Context: an optimization exercise on an open-source flow, tuned for small area, a short achievable clock period and few clock cycles. The choices shown serve that exercise and are no tape-out recipe. At most, simulation tests tie the RTL to the original design; equivalence was not proved. For run 1, only the layout was checked, not whether the RTL still works. No activity file was given, so power comes from the tool's default toggle rates.

==> flow/flow/run.sh <==
#!/bin/bash
# The standard layout, with the ports buffered by plain buffers instead of the
# delay cells buffer_ports picks by default.
set -euo pipefail
export BUFFER_PORTS_ARGS="-buffer_cell sky130_fd_sc_hd__buf_4"
bash standard.sh > standard.log 2>&1
==> flow/standard.sh <==
#!/bin/bash
# synth_recipe.tcl (not shown) runs the flow's synth.tcl, then flattens the netlist and writes it again
# the make line also repeats each setting of config.mk as NAME=value (left out here)
make -C /OpenROAD-flow-scripts/flow DESIGN_CONFIG=/design/flow/config.mk WORK_HOME=/design/flow/orfs CLKGATE_MAP_FILE= SYNTH_SCRIPT=/design/flow/synth_recipe.tcl "${@:-finish}"
==> flow/config.mk <==
export PLATFORM = sky130hd
export DESIGN_NAME = dmc_top
export DESIGN_NICKNAME = dmc_top
export VERILOG_FILES = /design/flow/design.v
export SDC_FILE = /design/flow/constraint.sdc
export NUM_CORES = 4
export LEC_CHECK = 0
export CAP_MARGIN = 20
export CORE_MARGIN = 2
export CORE_UTILIZATION = 40
export CTS_BUF_LIST = sky130_fd_sc_hd__clkbuf_16
export CTS_CLUSTER_DIAMETER = 60
export CTS_CLUSTER_SIZE = 24
export SETUP_SLACK_MARGIN = 2.1
export SLEW_MARGIN = 20
==> flow/constraint.sdc <==
create_clock -name core_clock -period 5.0 [get_ports {clk_i}]
set_input_delay 1.0000 -clock core_clock [delete_from_list [all_inputs] [get_ports {clk_i}]]
set_output_delay 1.0000 -clock core_clock [all_outputs]
set_load 0.01 [all_outputs]
==> flow/design.v <==
module dmc_top (
    input         clk_i,
    input         rst_n_i,
    input         start_i,
    input         read_i,
    input         write_i,
    input  [31:0] address_i,
    input  [31:0] data_i,
    output [31:0] data_o,
    output        ready_o,
    output        mem_read_o,
    output        mem_write_o,
    output [31:0] mem_address_o,
    output [31:0] mem_data_o,
    input  [31:0] mem_data_i
);
reg [31:0]  store [0:15];      
reg [27:0]  tag   [0:3];
reg [3:0]   pres  [0:3];       
reg [3:0]   dirty;
reg        busy;               
reg        rdy;                
reg        mrd;                
reg [31:0] dreg;               
reg [31:0] wdat;               
reg        byp;                
reg        nbyp;               
reg        pw_v;
reg [3:0]  pw_a;               
reg [15:0] pwe;                
reg        pw_mem;             
reg        pw_dreg;            
reg [27:0] vtag;               
reg [3:0]  ra_a;               
reg        ra_rd;              
reg [3:0]  mm;                 
reg [3:0]  av;                 
reg [1:0]  wp;                 
reg [31:0] mdo;                
reg        owr;                
reg [1:0]  oj;                 
wire [1:0]  idx = address_i[3:2];
wire [1:0]  off = address_i[1:0];
wire [27:0] tg  = address_i[31:4];
wire        req = rdy && start_i && (read_i || write_i);
wire        rd  = read_i;
wire        wr  = !read_i;
wire [3:0]  match;
wire [15:0] asel;
wire [15:0] wsel;
wire [15:0] sel;
genvar g;
generate
    for (g = 0; g < 4; g = g + 1) begin : cmp
        assign match[g] = (tag[g] == tg);
    end
    for (g = 0; g < 16; g = g + 1) begin : dec
        assign asel[g] = address_i[3:0] == g;
        assign wsel[g] = busy && {ra_a[3:2], wp} == g;
        assign sel[g]  = (rdy && asel[g]) || wsel[g];
    end
endgenerate
wire [3:0]  lv, lh, ld, lp;
generate
    for (g = 0; g < 4; g = g + 1) begin : line_state
        assign lv[g] = |pres[g];
        assign lh[g] = lv[g] && match[g];
        assign ld[g] = lv[g] && !match[g] && dirty[g];
        assign lp[g] = lh[g] && pres[g][off];
    end
endgenerate
wire [3:0]  pi      = pres[idx];
wire        dm      = ld[idx];
wire        present = lp[idx];
wire [31:0] wbus = pw_mem ? mem_data_i : pw_dreg ? dreg : wdat;
reg  [31:0] rword;
integer k;
always @(*) begin
    rword = 32'd0;
    for (k = 0; k < 16; k = k + 1)
        rword = rword | ({32{sel[k]}} & store[k]);
end
wire        rfwd   = pw_v && (pw_a == address_i[3:0]);
wire        mfwd   = pw_v && (pw_a == {ra_a[3:2], wp});
wire [3:0]  mi     = ~pi;
wire [1:0]  mij    = mi[0] ? 2'd0 : mi[1] ? 2'd1 : mi[2] ? 2'd2 : 2'd3;
wire [1:0]  mmj    = mm[0] ? 2'd0 : mm[1] ? 2'd1 : mm[2] ? 2'd2 : 2'd3;
wire        wavail = av[wp] || (pw_v && pw_a[1:0] == wp);
wire        last   = owr && oj == 2'd3;
wire        issue_w = !last && mm == 4'd0 && wavail;
wire [1:0]  wp_n   = issue_w ? wp + 2'd1 : wp;
assign ready_o       = rdy;
assign data_o        = ({32{byp}} & mem_data_i) | ({32{nbyp}} & dreg);
assign mem_read_o    = (rdy && start_i && read_i) || mrd;
assign mem_write_o   = owr;
assign mem_address_o = ({32{rdy}} & address_i) | ({32{busy}} & {vtag, ra_a[3:2], oj});
assign mem_data_o    = mdo;
always @(posedge clk_i) begin
    for (k = 0; k < 16; k = k + 1)
        if (pwe[k])
            store[k] <= wbus;
    if (req && rd)
        dreg <= rfwd ? wbus : rword;
    else if (byp)
        dreg <= mem_data_i;
    if (req && wr)
        wdat <= data_i;
    mdo <= mfwd ? wbus : rword;
    byp  <= req && rd && !present;
    nbyp <= !(req && rd && !present);
    pw_v <= 1'b0;
    pwe  <= 16'd0;
    if (!busy) begin
        vtag <= tag[idx];
        ra_a <= address_i[3:0];
        ra_rd <= rd;
        av   <= pi;
        mrd  <= req && dm && mi != 4'd0;
        owr  <= 1'b0;
        oj   <= mij;
        mm   <= mi & ~(4'd1 << mij);
        wp   <= 2'd0;
    end
    if (req) begin
        tag[idx] <= tg;
        pw_a   <= address_i[3:0];
        pw_mem <= rd;
        pw_dreg <= 1'b0;
        if (dm) begin
            busy <= 1'b1;
            rdy  <= 1'b0;
        end else begin
            pw_v <= wr || !present;
            pwe  <= (wr || !present) ? asel : 16'd0;
        end
        for (k = 0; k < 4; k = k + 1)
            if (idx == k) begin
                pres[k]  <= (lh[k] ? pres[k] : 4'd0) | (4'd1 << off);
                dirty[k] <= (lh[k] && dirty[k]) || wr;
            end
    end
    if (busy) begin
        if (pw_v)
            av[pw_a[1:0]] <= 1'b1;
        if (mrd) begin
            pw_v   <= 1'b1;
            pwe    <= 16'd1 << {ra_a[3:2], oj};
            pw_a   <= {ra_a[3:2], oj};
            pw_mem <= 1'b1;
        end
        wp   <= wp_n;
        if (last) begin
            busy   <= 1'b0;
            rdy    <= 1'b1;
            mrd    <= 1'b0;
            owr    <= 1'b0;
            pw_v   <= 1'b1;
            pwe    <= 16'd1 << ra_a;
            pw_a   <= ra_a;
            pw_mem <= 1'b0;
            pw_dreg <= ra_rd;
        end else if (mm != 4'd0) begin
            mrd    <= 1'b1;
            owr    <= 1'b0;
            oj     <= mmj;
            mm     <= mm & ~(4'd1 << mmj);
        end else begin
            mrd    <= 1'b0;
            owr    <= issue_w;
            oj     <= wp;
        end
    end
    if (!rst_n_i) begin
        busy <= 1'b0;
        rdy  <= 1'b1;
        mrd  <= 1'b0;
        byp  <= 1'b0;
        nbyp <= 1'b1;
        pw_v <= 1'b0;
        pwe  <= 16'd0;
        owr  <= 1'b0;
        for (k = 0; k < 4; k = k + 1)
            pres[k] <= 4'd0;
    end
end
endmodule
==> run notes, run 1 <==
initial antenna violation count=1; Die ar.=84200 um^2; DR WL/cell=30.5 um; cts bufs inserted=51; CTS Buffer Depth=3; VDD IR max=0.000258 V; Tot GR Track Use=24.0%; Slew Viols, Final=0; routed vias=20800; DP HPWL=63.5 mm; number of global-route vias before repair=20700; Max Freq=0.350 GHz; DIE HEIGHT=290 um; Final Worst Setup Slack=2.14 ns; kind of critical path=reg2out; DRT iter0 DRCs=2610; top cells by area, synth=edfxtp_1, dfxtp_1, a22o_1; Reg power frac=between 50 and 60%; origin of the worst setup path=rdy; worst-margin pin slew=1.12 ns; worst hold-check path type=in2reg; nets@finish=roughly 2400; first-pass GRT wire length=148 mm; IO Count=200; YS warnings=3; hold_buf cts=0; Via-to-Cell Ratio=6.11; Max Clock Skew=slightly below 0.06 ns; pre-CTS WS=~0.97 ns; Worst Path Arrival=1.86 ns; Die W=slightly below 300 um; Mean Syn Cell Area=15.7 um^2; Synth Cell Area=~33000 um^2; TritonRoute pass-1 iters=5; Seq cells post-synth=814; Net Sw Frac=25.2%; register area share after synthesis=71.9%; Residual DRC=0; area delta synth->final=16.4%; Req. time, crit path=4.00 ns; R2R Path End=mdo[22]; top cell type's share of synthesized area=66.4%; GRT overflow=0; Comb pwr share=9.6%; root buffer cell=clkbuf_16; cell internal pwr=about 0.010 W; initial core utilization=40.6%; Final Hold Vio Count=0; antenna viol nets, final=0; CP Capture Type=output port; critical path startpoint category=flop; ANT cells=0; number of max-cap violations=0; Post-Synthesis Cells=2084; clk slew on worst S/H paths=0.09 ns; share of cells above drive strength 1=23.2%; Net Count, Synth=2189; outcome=timing/DRC/antenna clean; clock latency (worst-skew pair)=0.65 ns; CTS tree=done; static leakage=12.8 nW; Crit Path Max Fanout=12; Post-synth top flop=edfxtp_1; Final Setup Violations=0; Port Buf Inserts=199; power per cell area=364 nW/um^2; Unique masters post-synth=59; reg-to-reg setup timing slack=2.23 ns; DRT Wirelength=104 mm; top cell type by total area after synthesis=edfxtp_1; largest net degree at the start of global routing=approximately 60; Slew headroom=25.1%; number of synthesized flops with an enable pin=725; Final Cycle Share=57.1%; final setup TNS=0 ns; RSZ-0062 raised after global routing=no; GPL Wtd Cong=0.843; Setup crit end=mem_address_o[17]; post-layout minimum cycle time=2.86 ns; power share of the clock group=roughly 34%; core area=between 80000 and 90000 um^2; Worst R2R Start=ra_a[3]; worst r2r path cells=6; async set-reset flop share out of synthesis=0%; std cell rows=about 100; clock sink total=814; switching power=0.00349 W; htree depth=2
==> per-layer routing <==
metal	track usage (%)	vias up	part of all wire [%]
li1	-	8778	-
met1	32.6	10700	40
met2	38.1	1163	47
met3	5.32	187	9.5
met4	8.35	2	3.4
met5	0	-	0.011
==> repair_timing <==
| action | in CTS | in global routing |
|---|---|---|
| endpoints found under the setup margin | 154 | 83 |
| pin swaps | 10 | 1 |
| setup buffers | 38 | 8 |
| cloned | 2 | 1 |
| resized for setup | 26 | 20 |
==> logic make-up after synthesis <==
group | count (synthesis) | share of synthesized area [%]
AOI/OAI and AO/OA | 513 | 11.7
buffers and inverters | 192 | 2.88
adders and majority gates | 4 | 0.153
and+or+nand+nor | 343 | 5.56
DFF | 814 | 71.9
xor gates and xnor gates | 121 | 3.46
muxes | 97 | 4.38
==> flip-flops by register name (all words and copies together), names as in the netlist, 2 cells and up <==
name	count
mdo	32
dirty	4
ra_a	4
wdat	32
dreg	32
tag	112
av	4
mm	4
pres	16
pw_a	4
wp	2
oj	2
store	512
vtag	28
pwe	16
==> layout make-up <==
cell class | instances | area, um^2
fillers | 6908 | 42600
flip-flops and latches | 814 | 23600
multi-input cells | 1080 | 8660
repair buffers | 322 | 2640
clock buffers | 53 | 1330
well taps | 1060 | 1330
clock inverters | 40 | 473
inverters | 42 | 158
==> metrics by stage <==
stage | power [W] | area (um^2) | std cells | hold WS [ns] | utilization [%]
3_5_place_dp | 0.00925 | 35700 | 3269 | 0.499 | 44.2
3_3_place_gp | 0.00922 | 35700 | 3268 | 0.460 | 44.1
4_1_cts | 0.0139 | 38000 | 3402 | 0.489 | 47.0
5_1_grt | 0.0143 | 38200 | 3411 | 0.496 | 47.2
2_1_floorplan | 0.00859 | 32800 | 2084 | 0.439 | -
6_report | 0.0139 | 38200 | 3411 | 0.516 | 47.2
==> critical path: stages (launching register included) <==
cell,delay (ns)
dfxtp_4,0.45
buf_12,0.13
buf_4,0.24
a22o_1,0.27
buf_4,0.15
==> power groups by stage <==
stage                     Combinational [W]  Sequential, W  Clock [W]
final                               0.00133        0.00782    0.00472
after global routing                0.00141        0.00784    0.00501
after CTS                           0.00131        0.00782    0.00476
after detailed placement            0.00127        0.00797          0
after global placement              0.00125        0.00797          0
after floorplan                    0.000665        0.00793          0
==> cells in the mapped netlist (all sizes together), types with 3 or more instances <==
library cell,number
a21oi,65
nand3,19
nor4,10
ha,4
a22oi,162
buf,80
nor2b,5
or4,3
nand4,71
and2,5
a21o,3
clkbuf,70
a221oi,53
and4,13
or2,5
dfxtp,89
nor3,31
a31oi,7
o22ai,33
inv,42
and3,11
a22o,145
o21ai,31
nand2,100
xor2,7
edfxtp,725
nand2b,8
mux4,37
mux2i,60
xnor2,114
nor2,54
==> cells in the final DEF, fill, tap and decap left out, types with 17 or more instances in the layout <==
cell type  instances
dfxtp_2           20
mux4_2            37
xnor2_1          107
nand2_1           94
buf_4            302
clkbuf_16         54
nor3_1            27
mux2i_1           60
a22o_1           141
nand4_1           70
dfxtp_1           67
edfxtp_1         725
o22ai_4           17
o21ai_0           24
a221oi_1          53
inv_1             44
a22oi_1          162
nand3_1           17
nor2_1            52
a21oi_1           63
o22ai_1           17
==> worst min path at each step <==
stage	cells past startpoint	startpoint	slack, ns	endpoint
2_1_floorplan	2	ra_rd	0.44	pw_dreg
3_3_place_gp	2	ra_rd	0.46	pw_dreg
3_5_place_dp	2	ra_rd	0.50	pw_dreg
4_1_cts	1	data_i[31]	0.49	wdat[31]
5_1_grt	1	data_i[17]	0.50	wdat[17]
6_report	1	data_i[31]	0.52	wdat[31]
==> run 2: changes to the inputs <==
--- a/flow/design.v
+++ b/flow/design.v
@@ -27,7 +27,6 @@
 reg        nbyp;               
 reg        pw_v;
 reg [3:0]  pw_a;               
-reg [15:0] pwe;                
 reg        pw_mem;             
 reg        pw_dreg;            
 reg [27:0] vtag;               
@@ -45,6 +44,8 @@
 wire        req = rdy && start_i && (read_i || write_i);
 wire        rd  = read_i;
 wire        wr  = !read_i;
+wire [27:0] ti = tag[idx];
+wire        tmatch = ti == tg;
 wire [3:0]  match;
 wire [15:0] asel;
 wire [15:0] wsel;
@@ -52,7 +53,7 @@
 genvar g;
 generate
     for (g = 0; g < 4; g = g + 1) begin : cmp
-        assign match[g] = (tag[g] == tg);
+        assign match[g] = tmatch;    
     end
     for (g = 0; g < 16; g = g + 1) begin : dec
         assign asel[g] = address_i[3:0] == g;
@@ -73,15 +74,16 @@
 wire        dm      = ld[idx];
 wire        present = lp[idx];
 wire [31:0] wbus = pw_mem ? mem_data_i : pw_dreg ? dreg : wdat;
+wire        rfwd   = pw_v && (pw_a == address_i[3:0]);
+wire        mfwd   = pw_v && (pw_a == {ra_a[3:2], wp});
+wire        fsel   = (rdy && rfwd) || (busy && mfwd);
 reg  [31:0] rword;
 integer k;
 always @(*) begin
-    rword = 32'd0;
+    rword = {32{fsel}} & wbus;
     for (k = 0; k < 16; k = k + 1)
-        rword = rword | ({32{sel[k]}} & store[k]);
+        rword = rword | ({32{sel[k] && !(pw_v && pw_a == k)}} & store[k]);
 end
-wire        rfwd   = pw_v && (pw_a == address_i[3:0]);
-wire        mfwd   = pw_v && (pw_a == {ra_a[3:2], wp});
 wire [3:0]  mi     = ~pi;
 wire [1:0]  mij    = mi[0] ? 2'd0 : mi[1] ? 2'd1 : mi[2] ? 2'd2 : 2'd3;
 wire [1:0]  mmj    = mm[0] ? 2'd0 : mm[1] ? 2'd1 : mm[2] ? 2'd2 : 2'd3;
@@ -96,22 +98,20 @@
 assign mem_address_o = ({32{rdy}} & address_i) | ({32{busy}} & {vtag, ra_a[3:2], oj});
 assign mem_data_o    = mdo;
 always @(posedge clk_i) begin
-    for (k = 0; k < 16; k = k + 1)
-        if (pwe[k])
-            store[k] <= wbus;
+    if (pw_v)
+        store[pw_a] <= wbus;
     if (req && rd)
-        dreg <= rfwd ? wbus : rword;
+        dreg <= rword;
     else if (byp)
         dreg <= mem_data_i;
     if (req && wr)
         wdat <= data_i;
-    mdo <= mfwd ? wbus : rword;
+    mdo <= rword;
     byp  <= req && rd && !present;
     nbyp <= !(req && rd && !present);
     pw_v <= 1'b0;
-    pwe  <= 16'd0;
     if (!busy) begin
-        vtag <= tag[idx];
+        vtag <= ti;
         ra_a <= address_i[3:0];
         ra_rd <= rd;
         av   <= pi;
@@ -129,10 +129,8 @@
         if (dm) begin
             busy <= 1'b1;
             rdy  <= 1'b0;
-        end else begin
+        end else
             pw_v <= wr || !present;
-            pwe  <= (wr || !present) ? asel : 16'd0;
-        end
         for (k = 0; k < 4; k = k + 1)
             if (idx == k) begin
                 pres[k]  <= (lh[k] ? pres[k] : 4'd0) | (4'd1 << off);
@@ -144,7 +142,6 @@
             av[pw_a[1:0]] <= 1'b1;
         if (mrd) begin
             pw_v   <= 1'b1;
-            pwe    <= 16'd1 << {ra_a[3:2], oj};
             pw_a   <= {ra_a[3:2], oj};
             pw_mem <= 1'b1;
         end
@@ -155,7 +152,6 @@
             mrd    <= 1'b0;
             owr    <= 1'b0;
             pw_v   <= 1'b1;
-            pwe    <= 16'd1 << ra_a;
             pw_a   <= ra_a;
             pw_mem <= 1'b0;
             pw_dreg <= ra_rd;
@@ -177,7 +173,6 @@
         byp  <= 1'b0;
         nbyp <= 1'b1;
         pw_v <= 1'b0;
-        pwe  <= 16'd0;
         owr  <= 1'b0;
         for (k = 0; k < 4; k = k + 1)
             pres[k] <= 4'd0;
==> run 2 against run 1 <==
Net effect: worst hold slack worse by 0.023 ns; global-route usage fell by 2.3 points; cell area is 5.8% lower; critical path type is now in2reg; highest routed layer is now met4.
==> run notes, run 2 <==
outcome=timing/DRC/antenna clean; slowest CP cell=or2_2; GPL Wtd Cong=0.835 (-0.96%); Die W=281 um (-3.0%); xor/xnor cell area share of the yosys netlist=1.05% (-2.4 points); commonest non-fill, non-tap cell in the layout=edfxtp_1; Synth Area in Compound Gates=11.3% (-0.38 points); Design Area, Final=35900 um^2 (-5.8%); top cells by area, synth=edfxtp_1, a22oi_1, dfxtp_1; DIE HEIGHT=281 um (-3.0%); initial core utilization=40.5% (-0.097 points); clock latency (worst-skew pair)=0.65 ns (about the same); Final Util=47.2% (about the same); nets@finish=2195 (-9.1%); DR WL/cell=27.7 um (-9.1%); number of max-cap violations=0 (unchanged); Post-synth top flop=edfxtp_1; post-layout minimum cycle time=2.83 ns (-0.0292 ns); cts bufs inserted=52 (+2.0%); most frequent CP cell=buf_4; Seq cells post-synth=798 (-2.0%); Placed Area=33800 um^2 (-5.4%); Largest register FFs=512 (unchanged); Most flops, register=store; DP HPWL=48.4 mm (-24%); Tot GR Track Use=21.7% (-2.3 points); CTS Buffer Depth=3 (unchanged); clock sink total=798 (-2.0%); register area share after synthesis=75.5% (+3.6 points); async set-reset flop share out of synthesis=0% (unchanged); share of cells above drive strength 1=20.8% (-2.4 points); kind of critical path=in2reg; Die ar.=79200 um^2 (-6.0%); clk slew on worst S/H paths=0.10 ns (about the same); Final Cycle Share=56.6% (-0.58 points); main combinational cell family by area after synthesis=compound AO/OA/AOI/OAI gates; Slew Viols, Final=0 (unchanged); most frequent cells in the layout=edfxtp_1, buf_4, a22oi_1; TritonRoute pass-1 iters=8 (+3); final setup TNS=0 ns (unchanged); simple-gate share of the synthesized area=5.89% (+0.33 points); top cell type's share of synthesized area=70.7% (+4.3 points); area delta synth->final=16.7%; initial antenna violation count=3 (+2); Final Setup Violations=0 (unchanged); VDD IR max=0.000246 V (-4.6%); critical path startpoint category=input pin; multi-input logic area=6950 um^2 (-20%); layout filler cell count=6520 (-5.6%); cell with the most instances after synthesis=edfxtp_1; YS warnings=2 (-1); Max Clock Skew=0.0524 ns (-0.00648 ns); worst-margin pin slew=1.06 ns (-0.0663 ns); Max Freq=0.354 GHz (+1.0%); crit-path max cell delay=0.62 ns (+0.17 ns); Unique masters post-synth=59 (unchanged); RSZ-0062 raised after global routing=yes; CP Capture Type=flop; multiplexer share of the synthesized area=4.04% (-0.34 points); Final Hold Vio Count=0 (unchanged); largest net degree at the start of global routing=66 (+12%); IO Count=200 (unchanged); CP cell instances=buf_4 > and3_4 > buf_12 > buf_4 > or2_2 > buf_4; Post-Synthesis Cells=1870 (-10%); static leakage=11.7 nW (-7.9%); ANT cells=0 (unchanged); Slew headroom=29.4% (+4.3 points); Port Buf Inserts=199 (unchanged); Net Count, Synth=1975 (-9.8%); power per cell area=379 nW/um^2 (+4.2%); DRT Wirelength=87.5 mm (-16%); top cell type by total area after synthesis=edfxtp_1; first-pass GRT wire length=125 mm (-15%); GRT overflow=0 (unchanged); root buffer cell=clkbuf_16; CTS tree=done; register area=23200 um^2 (-1.4%); Via-to-Cell Ratio=5.89 (-3.7%); Crit Path Max Fanout=17 (+5); top post-synthesis cells by count=edfxtp_1, a22oi_1, nand2_1; Req. time, crit path=5.24 ns (+1.24 ns); biggest regs=store: 512 flops, tag: 112 flops; DRT iter0 DRCs=2326 (-11%); antenna viol nets, final=0 (unchanged); worst hold-check path type=reg2reg; routed vias=18600 (-11%); core area=76100 um^2 (-5.9%); Residual DRC=0 (unchanged); Worst Path Arrival=3.07 ns (+1.21 ns); number of synthesized flops with an enable pin=725 (unchanged); Mean Syn Cell Area=16.5 um^2 (+4.7%); std cell rows=101 (-2.9%); Synth Cell Area=30800 um^2 (-6.1%); htree depth=2 (unchanged); hold path depth=2 (+1); adder-cell share of the synthesized area=0.163% (+0.0099 points); worst r2r path cells=6 (unchanged); number of global-route vias before repair=18400 (-11%)
==> run 2: cell count changes after synthesis, sizes merged, moves of 52 or more <==
cell	before	now
a21oi	65	13
a221oi	53	1
a22o	145	64
a22oi	162	256
buf	80	24
nand4	71	8
xnor2	114	32
==> run 2: cell type report <==
type / instances / share of cell area [%]
Clock buffer: 52 / 3.62
Sequential cell: 798 / 64.7
Tap cell: 1030 / 3.59
Inverter: 27 / 0.313
Timing Repair Buffer: 293 / 6.82
Clock inverter: 43 / 1.61
Multi-Input combinational cell: 918 / 19.3
==> run 2: per-layer routing <==
metal / wire length (um) / vias to the layer above / share of wire, % / track usage [%]
li1: - / 8021 / - / -
met2: 42000 / 891 / 48 / 35.6
met1: 36100 / 9577 / 41 / 30.1
met3: 7170 / 115 / 8.2 / 3.61
met4: 2280 / 0 / 2.6 / 5.93
met5: 0 / - / 0 / 0
==> run 2: path summary, 6_finish.rpt <==
path	from	endpoint	slack, ns
setup reg to reg	rdy	dreg[21]	2.21
hold / removal	pres[2][3]	pres[2][3]	0.49
setup / recovery	read_i	dreg[21]	2.17
hold reg to reg	pres[2][3]	pres[2][3]	0.49
==> run 2: metrics by stage <==
stage	setup WS, ns	total power (W)	hold WS [ns]	std cells
after CTS	2.06	0.0137	0.491	3157
after global routing	2.09	0.0140	0.501	3161
after global placement	1.00	0.00893	0.476	3054
after detailed placement	1.07	0.00896	0.476	3054
after floorplan	2.04	0.00838	0.439	1870
final	2.17	0.0136	0.493	3161
==> run 2: timing repair <==
action                                  4_1_cts  5_1_grt
endpoints found under the setup margin      249       96
gates cloned                                  3        0
resized for setup                            24       12
buffers inserted                              5        4
hold endpoints to repair                      0        0
hold buffers                                  0        0
pin swaps                                     1        2
==> run 2: report_power, final <==
part / switching, W / internal, W
Sequential: 0.0000904 / 0.00758
Combinational: 0.000723 / 0.000443
Clock: 0.00250 / 0.00228
==> run 2: cell families after synthesis <==
family | count (synthesis)
AOI/OAI and AO/OA | 471
xor gates and xnor gates | 37
adders and majority gates | 4
buffers and inverters | 154
DFF | 798
muxes | 72
and+or+nand+nor | 334
==> run 2: worst max-delay path, delay by kind of cell <==
kind,cells,cell delay [ns]
buffers and inverters,4,1.13
and+or+nand+nor,2,0.85
Testbench counts of run 2, summed over its fixed seeds: cycles 8,771.
==> run 3: changes to the inputs <==
--- a/flow/config.mk
+++ b/flow/config.mk
@@ -11,5 +11,5 @@
 export CTS_BUF_LIST = sky130_fd_sc_hd__clkbuf_16
 export CTS_CLUSTER_DIAMETER = 60
 export CTS_CLUSTER_SIZE = 24
-export SETUP_SLACK_MARGIN = 2.1
+export SETUP_SLACK_MARGIN = 2.5
 export SLEW_MARGIN = 20
==> run 3 against run 2 <==
Net effect: synthesized cell count did not move; via count rose by 4.1%; power increased by 1.3%; setup slack improved by 0.14 ns; wire length rose by 6.7%; cell count grew 2.8%; count of clock-buffer cells in the layout increased by 2; die area did not move; clock power about the same; cell area up 6.1%; non-clock buffer count is 79 higher; flip-flop and latch count unchanged.
==> run notes, run 3 <==
outcome=timing/DRC/antenna clean; number of global-route vias before repair=18700 (+2.1%); Worst R2R Start=rdy; number of max-cap violations=0 (unchanged); cell with the most instances after synthesis=edfxtp_1; clock latency (worst-skew pair)=0.66 ns (about the same); CTS tree=done; area delta synth->final=23.8%; slowest CP cell=dfxtp_4; Reg power frac=55.8% (-0.6 points); Final Setup Violations=0 (unchanged); register area share after synthesis=75.5% (unchanged); Port Buf Inserts=199 (unchanged); initial core utilization=40.5% (unchanged); DP HPWL=47.4 mm (-2.0%); Most flops, register=store; Net Count, Synth=1975 (unchanged); Net Sw Frac=25.2% (+0.87 points); core area=76100 um^2 (unchanged); Slew Viols, Final=0 (unchanged); most frequent cells in the layout=edfxtp_1, buf_4, a22oi_1; clock sink total=798 (unchanged); DIE HEIGHT=281 um (unchanged); hold_sp=data_i[24]; Synth Cell Area=30800 um^2 (unchanged); static leakage=12.5 nW (+6.7%); worst-margin pin slew=0.926 ns (-0.132 ns); Slew headroom=37.7% (+8.3 points); Seq cells post-synth=798 (unchanged); Crit Path Max Fanout=16 (-1); Post-Synthesis Cells=1870 (unchanged); IO Count=200 (unchanged); number of synthesized flops with an enable pin=725 (unchanged); worst hold-check path type=in2reg; DRT iter0 DRCs=2267 (-2.5%); Via-to-Cell Ratio=5.96 (+1.2%); Final Cycle Share=53.8% (-2.7 points); Max Clock Skew=0.0600 ns (+0.00761 ns); ANT cells=0 (unchanged); clk slew on worst S/H paths=0.09 ns (about the same); Die W=281 um (unchanged); cell internal pwr=0.0103 W (+0.14%); top cell type's share of synthesized area=70.7% (unchanged); reg-to-reg setup timing slack=2.32 ns (+0.11 ns); Post-synth top flop=edfxtp_1; CP cell instances=buf_12 > a22o_1 > buf_4; share of cells above drive strength 1=31.7% (+11 points); post-layout minimum cycle time=2.69 ns (-0.136 ns); Die ar.=79200 um^2 (unchanged); Final Util=50.1% (+2.9 points); kind of critical path=reg2out; worst r2r path cells=10 (+4); commonest non-fill, non-tap cell in the layout=edfxtp_1; VDD IR max=0.000268 V (+9.0%); TritonRoute pass-1 iters=5 (-3); root buffer cell=clkbuf_16; std cell rows=101 (unchanged); Tot GR Track Use=22.8% (+1.0 points); power per cell area=362 nW/um^2 (-4.5%); routed vias=19400 (+4.1%); largest net degree at the start of global routing=69 (+4.5%); CP Capture Type=output port; Residual DRC=0 (unchanged); Largest register FFs=512 (unchanged); DRT Wirelength=93.4 mm (+6.7%); top post-synthesis cells by count=edfxtp_1, a22oi_1, nand2_1; Req. time, crit path=4.00 ns (-1.24 ns); nets@finish=2280 (+3.9%); switching power=0.00347 W (+4.9%); hold_buf cts=0 (unchanged); hold path endpoint=wdat[24]; crit-path max cell delay=0.48 ns (-0.14 ns); htree depth=2 (unchanged); Final Hold Vio Count=0 (unchanged); DR WL/cell=28.7 um (+3.8%); antenna viol nets, final=0 (unchanged); first-pass GRT wire length=131 mm (+4.4%); top cells by area, synth=edfxtp_1, a22oi_1, dfxtp_1; Comb pwr share=9.7% (+1.1 points); power share of the clock group=34.5% (-0.6 points); GRT overflow=0 (unchanged); biggest regs=store: 512 flops, tag: 112 flops; initial antenna violation count=0 (-3); async set-reset flop share out of synthesis=0% (unchanged); Unique masters post-synth=59 (unchanged); critical path startpoint category=flop; layout filler cell count=6335 (-2.8%); CTS Buffer Depth=3 (unchanged); Mean Syn Cell Area=16.5 um^2 (unchanged); R2R Path End=dreg[0]; YS warnings=2 (unchanged); Max Freq=0.372 GHz (+5.1%); hold path depth=1 (-1); cts bufs inserted=54 (+3.8%); RSZ-0062 raised after global routing=yes; Worst Path Arrival=1.69 ns (-1.38 ns); final setup TNS=0 ns (unchanged); top cell type by total area after synthesis=edfxtp_1; GPL Wtd Cong=0.861 (+3.1%)
[run 3: cell count changes in the layout (fill, tap and decap cells not counted), moves of 15 or more]
cell     delta
a22oi_2    +46
buf_6      +48
and4_1     -42
and4_4     +42
a22oi_1    -46
a41oi_1    -32
a22o_1     -15
buf_12     +22
a41oi_2    +32
[run 3: area by class of cell]
type / instances / area, um^2 / share of cell area, %
multi-input cells: 918 / 7750 / 20.3
clock buffers: 54 / 1350 / 3.55
repair inverters: 4 / 30.0 / 0.0788
flip-flops and latches: 798 / 23300 / 61.0
well taps: 1030 / 1290 / 3.38
clock inverters: 47 / 524 / 1.38
inverters: 27 / 143 / 0.374
repair buffers: 372 / 3770 / 9.89
[run 3: critical path: cells and delay by family, from the launching register on]
family                 cells  cell delay [ns]
flip-flops                 1             0.48
buffers and inverters      2             0.35
AO/OA/AOI/OAI              1             0.18
[run 3: cell families (layout without fill, tap and decap cells)]
logic type                 count (synthesis)  in the layout  synth area share, %
muxes                                     72             72                 4.04
adders and majority gates                  4              4                0.163
xor gates and xnor gates                  37             37                 1.05
DFF                                      798            798                 75.5
AOI/OAI and AO/OA                        471            471                 11.3
and+or+nand+nor                          334            334                 5.89
buffers and inverters                    154            504                 2.06
[run 3: worst max path at each step]
stage,slack (ns),from,cells past startpoint,endpoint
floorplan,2.04,address_i[2],9,byp
global placement,1.03,address_i[2],7,mrd
detailed placement,0.99,address_i[2],7,pres[0][0]
CTS,2.30,byp,3,data_o[1]
global route,2.25,byp,3,data_o[23]
finish,2.31,byp,3,data_o[14]
[run 3: per-stage QoR]
step / hold WS [ns] / instances / setup slack (ns) / total power, W / area, um^2
2_1_floorplan: 0.439 / 1870 / 2.04 / 0.00839 / 31000
3_3_place_gp: 0.456 / 3051 / 1.03 / 0.00893 / 33700
3_5_place_dp: 0.475 / 3051 / 0.995 / 0.00895 / 33700
4_1_cts: 0.478 / 3194 / 2.30 / 0.0137 / 36600
5_1_grt: 0.487 / 3250 / 2.25 / 0.0142 / 38100
6_report: 0.508 / 3250 / 2.31 / 0.0138 / 38100
[run 3: power groups by stage]
stage          sequential (W)  combinational (W)  clock (W)
6_report              0.00769            0.00134    0.00476
2_1_floorplan         0.00781           0.000578          0
3_3_place_gp          0.00784            0.00108          0
5_1_grt               0.00771            0.00143    0.00507
4_1_cts               0.00769            0.00121    0.00481
3_5_place_dp          0.00785            0.00111          0
[run 3: layer usage]
layer | track usage (%) | wire (um) | vias to the layer above
li1 | - | - | 8216
met1 | 32.2 | 38300 | 9987
met2 | 36.9 | 44400 | 1028
met3 | 3.78 | 8660 | 131
met4 | 5.43 | 2110 | 0
met5 | 0 | 0 | -
[run 3: timing repair]
item,CTS,global route
gates cloned,12,10
setup endpoints to repair,457,223
buffers inserted,30,46
gates resized for setup,127,216
pin swaps,21,103
==> run 4: changes to the inputs <==
--- a/flow/config.mk
+++ b/flow/config.mk
@@ -11,5 +11,5 @@
 export CTS_BUF_LIST = sky130_fd_sc_hd__clkbuf_16
 export CTS_CLUSTER_DIAMETER = 60
 export CTS_CLUSTER_SIZE = 24
-export SETUP_SLACK_MARGIN = 2.5
+export SETUP_SLACK_MARGIN = 2.3
 export SLEW_MARGIN = 20
==> run 4 against run 3 <==
Net effect: global-route usage is 0.45 points lower; first-iteration DRC count is 3.0% higher; cell count is 1.8% lower; utilization is 2.1 points lower; cell area is 4.2% lower; area after synthesis stayed put; critical path type is now in2out; register-to-register slack better by 0.04 ns; clock power is 12% higher; combinational power is 12% lower; count of clock-buffer cells in the layout is 4 higher; clock skew is 0.0013 ns higher.
==> run notes, run 4 <==
outcome=timing/DRC/antenna clean; DR WL/cell=28.2 um (-2.0%); CTS tree=done; initial core utilization=40.5% (unchanged); multiplexer share of the synthesized area=4.04% (unchanged); Final Non-Filler Cells=3193 (-1.8%); worst hold-check path type=in2reg; core area=76100 um^2 (unchanged); Seq cells post-synth=798 (unchanged); pre-CTS WS=0.971 ns (-0.0235 ns); clock latency (worst-skew pair)=0.66 ns (about the same); Residual DRC=0 (unchanged); RSZ-0062 raised after global routing=yes; Post-synth top flop=edfxtp_1; worst r2r path cells=8 (-2); cell with the most instances after synthesis=edfxtp_1; Via-to-Cell Ratio=5.89 (-1.1%); slowest CP cell=or2_4; Die W=281 um (unchanged); clk slew on worst S/H paths=0.09 ns (about the same); power share of the clock group=37.6% (+3.1 points); number of stages on the worst setup path=5 (+2); CTS Buffer Depth=3 (unchanged); R2R Path End=dreg[9]; Mean Syn Cell Area=16.5 um^2 (unchanged); Final Util=48.0% (-2.1 points); WP buf/inv=3 (+1); Final Worst Setup Slack=2.24 ns (-0.0660 ns); commonest non-fill, non-tap cell in the layout=edfxtp_1; main combinational cell family by area after synthesis=compound AO/OA/AOI/OAI gates; nets@finish=2219 (-2.7%); register area share after synthesis=75.5% (unchanged); clock sink total=798 (unchanged); GRT overflow=0 (unchanged); critical path startpoint category=input pin; simple-gate share of the synthesized area=5.89% (unchanged); area delta synth->final=18.6%; top cell type by total area after synthesis=edfxtp_1; Final Setup Violations=0 (unchanged); largest net degree at the start of global routing=48 (-30%); adder-cell share of the synthesized area=0.163% (unchanged); post-layout minimum cycle time=2.76 ns (+0.0660 ns); Worst R2R Start=rdy; most frequent CP cell=buf_6; Placed Cells incl. Taps=3053 (+0.066%); Max Freq=0.363 GHz (-2.4%); Unique masters post-synth=59 (unchanged); DP HPWL=47.3 mm (-0.41%); Post-Synthesis Cells=1870 (unchanged); crit-path max cell delay=0.22 ns (-0.26 ns); Setup crit end=mem_read_o; most frequent cells in the layout=edfxtp_1, buf_4, a22oi_1; origin of the worst setup path=start_i; IO Count=200 (unchanged); Crit Path Max Fanout=3 (-13); Synth Area in Compound Gates=11.3% (unchanged); ANT cells=0 (unchanged); first-pass GRT wire length=129 mm (-1.5%); CP Capture Type=output port; Tot GR Track Use=22.3% (-0.45 points); top post-synthesis cells by count=edfxtp_1, a22oi_1, nand2_1; DRT iter0 DRCs=2335 (+3.0%); GPL Wtd Cong=0.824 (-4.3%); routed vias=18800 (-2.9%); antenna viol nets, final=0 (unchanged); worst-margin pin slew=1.04 ns (+0.111 ns); Slew Viols, Final=0 (unchanged); number of max-cap violations=0 (unchanged); top cell type's share of synthesized area=70.7% (unchanged); Max Clock Skew=0.0613 ns (+0.00131 ns); Comb pwr share=8.3% (-1.4 points); initial antenna violation count=0 (unchanged); Largest register FFs=512 (unchanged); VDD IR max=0.000301 V (+12%); share of cells above drive strength 1=22.3% (-9.4 points); Port Buf Inserts=199 (unchanged); Most flops, register=store; Net Count, Synth=1975 (unchanged); cts bufs inserted=58 (+7.4%); cell internal pwr=0.0107 W (+4.1%); Final Cycle Share=55.2% (+1.3 points); Final Hold Vio Count=0 (unchanged); Die ar.=79200 um^2 (unchanged); power per cell area=389 nW/um^2 (+7.5%); reg-to-reg setup timing slack=2.36 ns (+0.04 ns); async set-reset flop share out of synthesis=0% (unchanged); kind of critical path=in2out; DRT Wirelength=89.9 mm (-3.7%); Reg power frac=54.1% (-1.7 points); Net Sw Frac=24.3% (-0.84 points); Top Family by Delay on Critical Path=simple AND/OR/NAND/NOR gates; static leakage=12.0 nW (-4.6%); CP cell instances=buf_6 > and3_4 > clkbuf_16 > or2_4 > buf_6; hold_ws=0.510 ns (+0.00268 ns); DIE HEIGHT=281 um (unchanged); root buffer cell=clkbuf_16; number of global-route vias before repair=18500 (-1.2%); Req. time, crit path=4.00 ns (about the same); Slew headroom=30.8% (-6.9 points); final setup TNS=0 ns (unchanged); layout filler cell count=6471 (+2.1%); YS warnings=2 (unchanged); top cells by area, synth=edfxtp_1, a22oi_1, dfxtp_1; std cell rows=101 (unchanged); htree depth=2 (unchanged); Synth Cell Area=30800 um^2 (unchanged); switching power=0.00346 W (-0.48%); Worst Path Arrival=1.76 ns (+0.07 ns); biggest regs=store: 512 flops, tag: 112 flops; number of synthesized flops with an enable pin=725 (unchanged); xor/xnor cell area share of the yosys netlist=1.05% (unchanged); TritonRoute pass-1 iters=5 (unchanged)
run 4: cell types whose count changed in the layout (fill, tap and decap cells not counted), moves of 14 or more:
cell	before	now
a22oi_1	210	256
a22oi_2	46	0
buf_6	51	7
and4_1	22	64
and4_4	42	0
a41oi_1	0	32
a41oi_2	32	0
buf_12	34	13
a22o_1	49	64
a22o_4	14	0
run 4: timing repair:
item | in CTS | in global routing
gates cloned | 8 | 1
hold buffers | 0 | 0
endpoints found under the setup margin | 341 | 113
gates resized for setup | 33 | 20
pin swaps | 3 | 2
buffers inserted | 18 | 4
run 4: routing by layer:
metal	vias up	track usage [%]	share of wire [%]
li1	8078	-	-
met1	9620	31.2	41
met2	965	35.7	47
met3	145	4.33	8.9
met4	0	6.21	2.5
met5	-	0	0
run 4: worst reg2reg max path: cells and delay by family (launching register included):
family / cells / cell delay, ns
AND/OR/NAND/NOR: 3 / 0.87
buffers and inverters: 2 / 0.53
flip-flops: 1 / 0.45
AO/OA/AOI/OAI: 3 / 0.64
run 4: logic make-up after synthesis:
| family | after synthesis |
|---|---|
| AOI/OAI and AO/OA | 471 |
| muxes | 72 |
| adders and majority gates | 4 |
| DFF | 798 |
| and+or+nand+nor | 334 |
| xor gates and xnor gates | 37 |
| buffers and inverters | 154 |
run 4: how the worst min path moves through the flow:
stage,end,cells after the start,from
after global routing,wdat[8],1,data_i[8]
after floorplan,pw_dreg,2,ra_rd
after global placement,pw_dreg,2,ra_rd
final,wdat[13],1,data_i[13]
after CTS,wdat[20],1,data_i[20]
after detailed placement,pw_dreg,2,ra_rd
run 4: per-stage QoR:
stage / area (um^2) / power, W
2_1_floorplan: 30900 / 0.00838
3_3_place_gp: 33700 / 0.00893
3_5_place_dp: 33700 / 0.00895
4_1_cts: 36400 / 0.0143
5_1_grt: 36500 / 0.0146
6_report: 36500 / 0.0142
run 4: power groups by stage:
| stage | combinational, W | sequential [W] | clock [W] |
|---|---|---|---|
| 3_3_place_gp | 0.00109 | 0.00784 | 0 |
| 3_5_place_dp | 0.00111 | 0.00784 | 0 |
| 4_1_cts | 0.00117 | 0.00768 | 0.00541 |
| 2_1_floorplan | 0.000574 | 0.00781 | 0 |
| 6_report | 0.00118 | 0.00768 | 0.00534 |
| 5_1_grt | 0.00127 | 0.00770 | 0.00564 |
run 4: final cells by class:
type / instances / area [um^2] / area share (%)
inverter: 27 / 124 / 0.339
multi-input combinational: 918 / 6950 / 19.0
timing repair buffer: 307 / 2650 / 7.26
clock inverter: 51 / 774 / 2.12
tap: 1030 / 1290 / 3.53
clock buffer: 58 / 1450 / 3.97
sequential: 798 / 23300 / 63.7
timing repair inverter: 4 / 30.0 / 0.0822
==> run 5: changes to the inputs <==
--- a/flow/config.mk
+++ b/flow/config.mk
@@ -9,7 +9,7 @@
 export CORE_MARGIN = 2
 export CORE_UTILIZATION = 40
 export CTS_BUF_LIST = sky130_fd_sc_hd__clkbuf_16
-export CTS_CLUSTER_DIAMETER = 60
-export CTS_CLUSTER_SIZE = 24
+export CTS_CLUSTER_DIAMETER = 70
+export CTS_CLUSTER_SIZE = 30
 export SETUP_SLACK_MARGIN = 2.3
 export SLEW_MARGIN = 20
==> run 5 against run 4 <==
Net effect: first-iteration DRC count down 4.9%; count of clock-buffer cells in the layout is 12 lower; wire length fell by 0.39%; power shrank 7.8%; via count is 0.20% lower; fmax shrank 0.55%; cell area fell by 1.9%; largest cell class unchanged; setup slack got worse by 0.015 ns; die area unchanged; utilization decreased by 0.91 points; still clean; register-to-register slack hardly changed.
==> run notes, run 5 <==
Seq cells post-synth=798 (unchanged); static leakage=11.6 nW (-2.7%); Worst R2R Start=rdy; Largest register FFs=512 (unchanged); DP HPWL=47.3 mm (unchanged); share of cells above drive strength 1=20.9% (-1.3 points); initial antenna violation count=0 (unchanged); worst-margin pin slew=0.998 ns (-0.0388 ns); outcome=timing/DRC/antenna clean; Net Count, Synth=1975 (unchanged); DRT iter0 DRCs=2221 (-4.9%); hold path depth=2 (+1); DIE HEIGHT=281 um (unchanged); Req. time, crit path=4.00 ns (about the same); number of max-cap violations=0 (unchanged); Residual DRC=0 (unchanged); CTS tree=done; clk slew on worst S/H paths=0.11 ns (+0.02 ns); biggest regs=store: 512 flops, tag: 112 flops; GRT overflow=0 (unchanged); Die ar.=79200 um^2 (unchanged); critical path startpoint category=input pin; Port Buf Inserts=199 (unchanged); YS warnings=2 (unchanged); std cell rows=101 (unchanged); Worst Path Arrival=1.77 ns (about the same); number of global-route vias before repair=18300 (-1.0%); worst hold-check path type=reg2reg; worst r2r path cells=8 (unchanged); clock sink total=798 (unchanged); Post-Synthesis Cells=1870 (unchanged); Final Util=47.1% (-0.91 points); Final Hold Vio Count=0 (unchanged); Synth Cell Area=30800 um^2 (unchanged); Tot GR Track Use=22.2% (-0.095 points); IO Count=200 (unchanged); cts bufs inserted=43 (-26%); top post-synthesis cells by count=edfxtp_1, a22oi_1, nand2_1; async set-reset flop share out of synthesis=0% (unchanged); top cell type by total area after synthesis=edfxtp_1; GPL Wtd Cong=0.824 (unchanged); kind of critical path=in2out; Final Cycle Share=55.5% (+0.31 points); DRT Wirelength=89.6 mm (-0.39%); clock latency (worst-skew pair)=0.63 ns (-0.03 ns); area delta synth->final=16.4%; Mean Syn Cell Area=16.5 um^2 (unchanged); hold_sp=pres[2][2]; Slew Viols, Final=0 (unchanged); Most flops, register=store; number of synthesized flops with an enable pin=725 (unchanged); Max Clock Skew=0.0504 ns (-0.0109 ns); post-layout minimum cycle time=2.77 ns (+0.0153 ns); register area share after synthesis=75.5% (unchanged); initial core utilization=40.5% (unchanged); TritonRoute pass-1 iters=5 (unchanged); DR WL/cell=28.3 um (+0.65%); commonest non-fill, non-tap cell in the layout=edfxtp_1; most frequent cells in the layout=edfxtp_1, buf_4, a22oi_1; reg-to-reg setup timing slack=2.35 ns (about the same); Final Setup Violations=0 (unchanged); cell with the most instances after synthesis=edfxtp_1; VDD IR max=0.000230 V (-24%); top cells by area, synth=edfxtp_1, a22oi_1, dfxtp_1; hold_buf cts=0 (unchanged); hold_ws=0.536 ns (+0.0256 ns); Crit Path Max Fanout=3 (unchanged); power per cell area=366 nW/um^2 (-6.0%); antenna viol nets, final=0 (unchanged); CTS Buffer Depth=3 (unchanged); largest net degree at the start of global routing=48 (unchanged); Unique masters post-synth=59 (unchanged); htree depth=2 (unchanged); Post-synth top flop=edfxtp_1; Max Freq=0.361 GHz (-0.55%); top cell type's share of synthesized area=70.7% (unchanged); core area=76100 um^2 (unchanged); Via-to-Cell Ratio=5.94 (+0.85%); routed vias=18800 (-0.20%); final setup TNS=0 ns (unchanged); root buffer cell=clkbuf_16; RSZ-0062 raised after global routing=yes; CP Capture Type=output port; R2R Path End=dreg[10]; first-pass GRT wire length=128 mm (-0.55%); Die W=281 um (unchanged); Slew headroom=33.4% (+2.6 points); hold path endpoint=pres[2][2]; nets@finish=2200 (-0.86%)
## run 5: changes by cell type in the layout (fill, tap and decap cells not counted), sizes merged
cell      previous run  this run
clkbuf              61        49
clkinv              23        14
bufinv               8         0
buf                302       298
clkinvlp            14        11
inv                 37        39
diode                0         1
## run 5: layer usage
| layer | wire, um | vias to the layer above | share of wire, % | global-route usage [%] |
|---|---|---|---|---|
| met5 | 0 | - | 0 | 0 |
| met1 | 37700 | 9695 | 42 | 31.5 |
| met4 | 2360 | 0 | 2.6 | 6.40 |
| met2 | 42000 | 911 | 47 | 35.2 |
| li1 | - | 8023 | - | - |
| met3 | 7530 | 142 | 8.4 | 4.07 |
## run 5: metrics by stage
step | cell area, um^2 | total power (W) | setup slack, ns | cells
finish | 35800 | 0.0131 | 2.23 | 3160
global placement | 33700 | 0.00893 | 1.02 | 3053
CTS | 35700 | 0.0132 | 2.14 | 3157
global route | 35800 | 0.0135 | 2.21 | 3159
detailed placement | 33700 | 0.00895 | 0.971 | 3053
floorplan | 30900 | 0.00838 | 2.04 | 1870
## run 5: worst max-delay path, cell delays in order
cell    delay, ns
buf_4        0.11
and3_4       0.19
buf_16       0.12
or2_4        0.22
buf_6        0.12
## run 5: worst max-delay path by stage
stage	cells after the start	end	slack, ns	from
after global routing	5	mem_read_o	2.21	start_i
after global placement	7	pres[0][0]	1.02	address_i[2]
final	5	mem_read_o	2.23	start_i
after floorplan	9	byp	2.04	address_i[2]
after CTS	5	mem_read_o	2.14	read_i
after detailed placement	7	pres[0][0]	0.97	address_i[2]
## run 5: cells by family after synthesis
group | after synthesis | synth area share, %
DFF | 798 | 75.5
AOI/OAI and AO/OA | 471 | 11.3
and+or+nand+nor | 334 | 5.89
buffers and inverters | 154 | 2.06
muxes | 72 | 4.04
xor gates and xnor gates | 37 | 1.05
adders and majority gates | 4 | 0.163
## run 5: repair_timing
item	4_1_cts	5_1_grt
resized for setup	34	20
pin swaps	2	1
endpoints found under the setup margin	341	86
buffers inserted	17	1
hold endpoints to repair	0	0
gates cloned	8	1
## run 5: area by class of cell
type / instances / area (um^2)
fillers: 6521 / 40200
flip-flops and latches: 798 / 23300
multi-input cells: 918 / 6950
repair buffers: 303 / 2620
well taps: 1030 / 1290
clock buffers: 46 / 1150
clock inverters: 33 / 408
inverters: 27 / 124
repair inverters: 4 / 30.0
diodes: 1 / 2.50
## run 5: power breakdown
group / total, W / internal, W / switching, W
combinational: 0.00118 / 0.000455 / 0.000728
clock: 0.00423 / 0.00183 / 0.00240
sequential: 0.00768 / 0.00758 / 0.0000981
total: 0.0131 / 0.00987 / 0.00323
==> run 6: changes to the inputs <==
==> flow/flow/run.sh (replaced) <==
#!/bin/bash
# The standard layout, with the ports buffered by plain buffers instead of the
# delay cells buffer_ports picks by default.
set -euo pipefail
export BUFFER_PORTS_ARGS="-buffer_cell sky130_fd_sc_hd__buf_2"
bash standard.sh > standard.log 2>&1
--- a/flow/config.mk
+++ b/flow/config.mk
@@ -11,5 +11,6 @@
 export CTS_BUF_LIST = sky130_fd_sc_hd__clkbuf_16
 export CTS_CLUSTER_DIAMETER = 70
 export CTS_CLUSTER_SIZE = 30
+export PLACE_DENSITY = 0.75
 export SETUP_SLACK_MARGIN = 2.3
 export SLEW_MARGIN = 20
==> run 6 against run 5 <==
Net effect: worst hold slack worse by 0.025 ns; highest routed layer unchanged; critical path type unchanged; cell area down 2.1%; register-to-register slack got worse by 0.03 ns; global-route usage down 1.1 points; utilization decreased by 0.98 points; fmax fell by 1.5%; count of clock-buffer cells in the layout shrank 9.
==> run notes, run 6 <==
outcome=timing/DRC/antenna clean; htree depth=2 (unchanged); Final Cycle Share=56.3% (+0.85 points); Most flops, register=store; register area share after synthesis=75.5% (unchanged); biggest regs=store: 512 flops, tag: 112 flops; number of max-cap violations=0 (unchanged); nets@finish=2195 (-0.23%); cell with the most instances after synthesis=edfxtp_1; hold_buf cts=0 (unchanged); Final Setup Violations=0 (unchanged); Synth Area in Compound Gates=11.3% (unchanged); Via-to-Cell Ratio=6.05 (+1.9%); DRT iter0 DRCs=2671 (+20%); worst r2r path cells=4 (-4); kind of critical path=in2out; area delta synth->final=14.0%; main combinational cell family by area after synthesis=compound AO/OA/AOI/OAI gates; GPL Wtd Cong=0.868 (+5.4%); RSZ-0062 raised after global routing=yes; TritonRoute pass-1 iters=5 (unchanged); commonest non-fill, non-tap cell in the layout=edfxtp_1; pre-CTS WS=0.814 ns (-0.158 ns); worst-margin pin slew=0.971 ns (-0.0270 ns); DRT Wirelength=86.3 mm (-3.6%); number of synthesized flops with an enable pin=725 (unchanged); static leakage=11.4 nW (-2.3%); simple-gate share of the synthesized area=5.89% (unchanged); clock sink total=798 (unchanged); Worst Path Arrival=1.82 ns (+0.05 ns); Mean Syn Cell Area=16.5 um^2 (unchanged); IO Count=200 (unchanged); root buffer cell=clkbuf_16; std cell rows=101 (unchanged); initial antenna violation count=11 (+11); Unique masters post-synth=59 (unchanged); CTS Buffer Depth=3 (unchanged); top cell type's share of synthesized area=70.7% (unchanged); Residual DRC=0 (unchanged); Setup crit end=mem_read_o; number of global-route vias before repair=18800 (+2.5%); Tot GR Track Use=21.2% (-1.1 points); largest net degree at the start of global routing=47 (-2.1%); YS warnings=2 (unchanged); post-layout minimum cycle time=2.82 ns (+0.0426 ns); top cells by area, synth=edfxtp_1, a22oi_1, dfxtp_1; DR WL/cell=27.4 um (-3.4%); clock latency (worst-skew pair)=0.63 ns (about the same); final setup TNS=0 ns (unchanged); DIE HEIGHT=281 um (unchanged); initial core utilization=40.5% (unchanged); Die ar.=79200 um^2 (unchanged); Crit Path Max Fanout=3 (unchanged); Max Freq=0.355 GHz (-1.5%); power per cell area=355 nW/um^2 (-2.8%); Net Count, Synth=1975 (unchanged); Slew Viols, Final=0 (unchanged); Max Clock Skew=0.0410 ns (-0.00937 ns); core area=76100 um^2 (unchanged); cts bufs inserted=37 (-14%); share of cells above drive strength 1=20.1% (-0.89 points); Req. time, crit path=4.00 ns (about the same); first-pass GRT wire length=123 mm (-3.8%); CTS tree=done; most frequent cells in the layout=edfxtp_1, a22oi_1, buf_2; origin of the worst setup path=read_i; hold path depth=2 (unchanged); Largest register FFs=512 (unchanged); Synth Cell Area=30800 um^2 (unchanged); R2R Path End=store[4][22]; adder-cell share of the synthesized area=0.163% (unchanged); Post-synth top flop=edfxtp_1; Port Buf Inserts=199 (unchanged); Final Hold Vio Count=0 (unchanged); VDD IR max=0.000231 V (+0.58%); GRT overflow=0 (unchanged); reg-to-reg setup timing slack=2.32 ns (-0.03 ns); Worst R2R Start=pw_a[0]; worst hold-check path type=reg2reg; Die W=281 um (unchanged); DP HPWL=46.8 mm (-1.0%); top cell type by total area after synthesis=edfxtp_1; routed vias=19100 (+1.7%); layout filler cell count=6413 (-1.7%); multiplexer share of the synthesized area=4.04% (unchanged); clk slew on worst S/H paths=0.09 ns (-0.02 ns); xor/xnor cell area share of the yosys netlist=1.05% (unchanged); Seq cells post-synth=798 (unchanged); Slew headroom=35.2% (+1.8 points); critical path startpoint category=input pin; Final Util=46.1% (-0.98 points); async set-reset flop share out of synthesis=0% (unchanged); Post-Synthesis Cells=1870 (unchanged); antenna viol nets, final=0 (unchanged); top post-synthesis cells by count=edfxtp_1, a22oi_1, nand2_1; Final Worst Setup Slack=2.18 ns (-0.0426 ns); CP Capture Type=output port
-- run 6: cell families (layout without fill, tap and decap cells) --
| group | count (synthesis) | in the layout |
|---|---|---|
| flops | 798 | 798 |
| compound gates | 471 | 471 |
| simple gates | 334 | 335 |
| buf+inv | 154 | 402 |
| mux | 72 | 72 |
| xor+xnor | 37 | 37 |
| fa+ha+maj | 4 | 4 |
| other cells | 0 | 5 |
-- run 6: power breakdown --
| part | internal (W) | total, W | switching, W |
|---|---|---|---|
| sequential | 0.00758 | 0.00768 | 0.0000932 |
| combinational | 0.000399 | 0.00112 | 0.000724 |
| clock | 0.00151 | 0.00366 | 0.00216 |
| total | 0.00949 | 0.0125 | 0.00298 |
-- run 6: metal layers --
metal,vias to the layer above,GRT usage [%],share of wire [%]
li1,8014,-,-
met1,9586,26.6,36
met2,1267,36.0,49
met3,225,3.88,10
met4,0,9.00,4.4
met5,-,0,0
-- run 6: repair_timing --
item	CTS	global route
gates resized for setup	42	22
setup endpoints to repair	327	67
pin swaps	4	1
cloned	9	1
buffers inserted	18	1
-- run 6: worst min-delay path by stage --
stage | start | endpoint | slack, ns
floorplan | ra_rd | pw_dreg | 0.44
global placement | pres[2][3] | pres[2][3] | 0.48
detailed placement | pres[2][3] | pres[2][3] | 0.49
CTS | pres[2][3] | pres[2][3] | 0.50
global route | data_i[28] | wdat[28] | 0.52
finish | pres[2][3] | pres[2][3] | 0.51
-- run 6: metrics by stage --
stage,power (W),area [um^2],hold slack [ns],std cells
after global routing,0.0128,35100,0.518,3153
after CTS,0.0125,34900,0.503,3147
final,0.0125,35100,0.511,3154
after detailed placement,0.00887,33200,0.490,3052
after global placement,0.00883,33200,0.476,3052
after floorplan,0.00838,30900,0.439,1870
-- run 6: area by class of cell --
class                           count  area, um^2  share of cell area, %
Antenna cell                        5        12.5                 0.0357
Clock buffer                       37         926                   2.64
Clock inverter                     31         297                  0.845
Inverter                           27         116                  0.332
Multi-Input combinational cell    919        6960                   19.8
Sequential cell                   798       23200                   66.3
Tap cell                         1030        1290                   3.67
Timing Repair Buffer              303        2200                   6.28
Timing Repair inverter              4        30.0                 0.0856
-- run 6: worst max-delay path, stage by stage --
cell and delay (ns):
buf_12 0.10, and3_4 0.21, buf_16 0.14, or2_4 0.23, buf_6 0.12
==> run 7: changes to the inputs <==
--- a/flow/config.mk
+++ b/flow/config.mk
@@ -11,6 +11,5 @@
 export CTS_BUF_LIST = sky130_fd_sc_hd__clkbuf_16
 export CTS_CLUSTER_DIAMETER = 70
 export CTS_CLUSTER_SIZE = 30
-export PLACE_DENSITY = 0.75
 export SETUP_SLACK_MARGIN = 2.3
 export SLEW_MARGIN = 20
==> run 7 against run 6 <==
Net effect: utilization grew 0.84 points; clock skew grew 0.013 ns; synthesized cell count is the same; power grew 5.1%; critical path type unchanged; largest power group unchanged.
==> run notes, run 7 <==
outcome=timing/DRC/antenna clean; adder-cell share of the synthesized area=0.163% (unchanged); Final Hold Vio Count=0 (unchanged); Net Sw Frac=24.4% (+0.56 points); DRT Wirelength=90.2 mm (+4.5%); top cell type's share of synthesized area=70.7% (unchanged); CP Capture Type=output port; Slew headroom=40.8% (+5.6 points); Placed Cells incl. Taps=3054 (+0.066%); clock sink total=798 (unchanged); number of global-route vias before repair=18400 (-2.0%); number of stages on the worst setup path=5 (unchanged); Die W=281 um (unchanged); VDD IR max=0.000316 V (+37%); top cells by area, synth=edfxtp_1, a22oi_1, dfxtp_1; Slew Viols, Final=0 (unchanged); routed vias=18900 (-0.92%); hold_ws=0.526 ns (+0.0145 ns); post-layout minimum cycle time=2.76 ns (-0.0520 ns); Final Setup Violations=0 (unchanged); register area=23300 um^2 (about the same); kind of critical path=in2out; WP buf/inv=3 (unchanged); Unique masters post-synth=59 (unchanged); antenna viol nets, final=0 (unchanged); top post-synthesis cells by count=edfxtp_1, a22oi_1, nand2_1; clock latency (worst-skew pair)=0.64 ns (about the same); register area share after synthesis=75.5% (unchanged); Most flops, register=store; multiplexer share of the synthesized area=4.04% (unchanged); critical path startpoint category=input pin; CTS Buffer Depth=3 (unchanged); cell with the most instances after synthesis=edfxtp_1; DR WL/cell=28.4 um (+3.8%); pre-CTS WS=1.13 ns (+0.315 ns); top cell type by total area after synthesis=edfxtp_1; commonest non-fill, non-tap cell in the layout=edfxtp_1; Req. time, crit path=4.00 ns (about the same); final setup TNS=0 ns (unchanged); slowest CP cell=or2_4; xor/xnor cell area share of the yosys netlist=1.05% (unchanged); cell internal pwr=0.00990 W (+4.4%); DP HPWL=47.5 mm (+1.7%); Top Family by Delay on Critical Path=simple AND/OR/NAND/NOR gates; Final Cycle Share=55.3% (-1.0 points); YS warnings=2 (unchanged); IO Count=200 (unchanged); GPL Wtd Cong=0.870 (+0.25%); cts bufs inserted=43 (+16%); async set-reset flop share out of synthesis=0% (unchanged); Final Non-Filler Cells=3175 (+0.67%); static leakage=11.6 nW (+2.3%); Net Count, Synth=1975 (unchanged); multi-input logic area=6990 um^2 (+0.34%); most frequent cells in the layout=edfxtp_1, a22oi_1, buf_2; core area=76100 um^2 (unchanged); crit-path max cell delay=0.22 ns (about the same); Port Buf Inserts=199 (unchanged); first-pass GRT wire length=127 mm (+2.9%); hold path depth=2 (unchanged); Max Freq=0.362 GHz (+1.9%); Final Worst Setup Slack=2.24 ns (+0.0520 ns); Synth Cell Area=30800 um^2 (unchanged); Reg power frac=58.6% (-3.0 points); area delta synth->final=16.1%; initial core utilization=40.5% (unchanged); Pwr Total=0.0131 W (+5.1%); switching power=0.00320 W (+7.6%); main combinational cell family by area after synthesis=compound AO/OA/AOI/OAI gates; worst-margin pin slew=0.880 ns (-0.0915 ns); Crit Path Max Fanout=2 (-1); largest net degree at the start of global routing=41 (-13%); worst hold-check path type=reg2reg; power share of the clock group=32.7% (+3.3 points); root buffer cell=clkbuf_16; std cell rows=101 (unchanged); RSZ-0062 raised after global routing=yes; Tot GR Track Use=22.0% (+0.89 points); Mean Syn Cell Area=16.5 um^2 (unchanged); Seq cells post-synth=798 (unchanged); Via-to-Cell Ratio=5.96 (-1.6%); share of cells above drive strength 1=21.7% (+1.6 points); Post-synth top flop=edfxtp_1; nets@finish=2211 (+0.73%); DIE HEIGHT=281 um (unchanged); layout filler cell count=6530 (+1.8%); DRT iter0 DRCs=2445 (-8.5%); worst r2r path cells=8 (+4); number of max-cap violations=0 (unchanged); Residual DRC=0 (unchanged); biggest regs=store: 512 flops, tag: 112 flops; simple-gate share of the synthesized area=5.89% (unchanged); initial antenna violation count=6 (-5); Worst Path Arrival=1.76 ns (-0.06 ns); htree depth=2 (unchanged); CTS tree=done; power per cell area=367 nW/um^2 (+3.3%); Post-Synthesis Cells=1870 (unchanged); GRT overflow=0 (unchanged); TritonRoute pass-1 iters=5 (unchanged); Synth Area in Compound Gates=11.3% (unchanged); Max Clock Skew=0.0544 ns (+0.0133 ns); Largest register FFs=512 (unchanged); clk slew on worst S/H paths=0.08 ns (about the same); Comb pwr share=8.7% (-0.3 points); Die ar.=79200 um^2 (unchanged); CP cell instances=buf_2 > and3_4 > buf_16 > or2_4 > buf_6; number of synthesized flops with an enable pin=725 (unchanged)
run 7: repair_timing:
action                                  in CTS  in global routing
gates cloned                                 9                  4
buffers inserted                            12                 12
pin swaps                                    3                  3
resized for setup                           53                 42
hold buffers                                 0                  0
endpoints found under the setup margin     291                147
run 7: area by class of cell:
class,instances,area share [%]
inverters,27,0.347
clock buffers,44,3.08
repair inverters,3,0.0630
diodes,4,0.0280
multi-input cells,918,19.6
well taps,1030,3.61
clock inverters,36,1.41
flip-flops and latches,798,65.1
repair buffers,315,6.82
run 7: logic make-up (layout without fill, tap and decap cells):
logic type	count (synthesis)	count (layout)
compound gates	471	471
buf+inv	154	425
mux	72	72
simple gates	334	334
other cells	0	4
fa+ha+maj	4	4
flops	798	798
xor+xnor	37	37
run 7: path summary, 6_finish.rpt:
path | startpoint | slack, ns | to
max | start_i | 2.24 | mem_read_o
min | pres[3][2] | 0.53 | pres[3][2]
max reg2reg | rdy | 2.37 | dreg[16]
min reg2reg | pres[3][2] | 0.53 | pres[3][2]
run 7: layer usage:
metal | track usage, % | wire (um) | part of all wire (%)
met1 | 30.9 | 37500 | 42
met2 | 35.7 | 43000 | 48
met3 | 3.57 | 7510 | 8.3
met5 | 0 | 0 | 0
met4 | 6.37 | 2250 | 2.5
run 7: per-stage QoR:
stage               cell area (um^2)  utilization [%]
floorplan                      30900                -
finish                         35700             47.0
global route                   35700             47.0
global placement               33200             43.6
CTS                            35400             46.5
detailed placement             33200             43.7
run 7: power groups by stage:
stage          sequential [W]  combinational [W]  clock, W
3_3_place_gp          0.00784            0.00102         0
5_1_grt               0.00770            0.00122   0.00456
6_report              0.00769            0.00114   0.00428
4_1_cts               0.00768            0.00111   0.00435
2_1_floorplan         0.00781           0.000574         0
3_5_place_dp          0.00784            0.00104         0
run 7: tightest hold or removal path, stage by stage, from the launching register on:
cell	delay [ns]
dfxtp_1	0.35
nand2_1	0.07
o22ai_1	0.07

-- static timing again, ports no longer ideal --
How much do the figures lean on ideal ports? The routed layouts below were timed once more, with nothing changed but the port constraints.
Step 1 sets driving cells, clkbuf_16 on the clock port and buf_2 on the other inputs (assumed; they add their load-dependent delay and slew).
Step 2, shift: input delay + t, output delay - t, t = (earliest + latest rising clock arrival at the registers) / 2. This alone moves slack from input paths to output paths.
a / b / c = no drivers / after step 1 / after step 2; a / b = the first two.
run | shift t [ns] | slack for setup (ns) | worst data-port slew with drivers (ns) | pins driven straight from the clock port
run 1 | 0.691 | 2.143 / 2.079 / 1.544 | 0.08 | 1
run 2 | 0.692 | 2.172 / 2.119 / 1.512 | 0.07 | 1
run 3 | 0.704 | 2.308 / 2.239 / 1.730 | 0.25 | 1
run 4 | 0.700 | 2.242 / 2.195 / 1.568 | 0.19 | 1
run 5 | 0.667 | 2.227 / 2.201 / 1.611 | 0.20 | 1
run 6 | 0.670 | 2.184 / 2.125 / 1.618 | 0.17 | 1
run 7 | 0.681 | 2.236 / 2.204 / 1.671 | 0.10 | 1
After both steps every run listed still meets setup and hold. The setup slack of run 4, which loses most, moves by -0.047 ns with the drivers and by -0.674 ns with both steps.
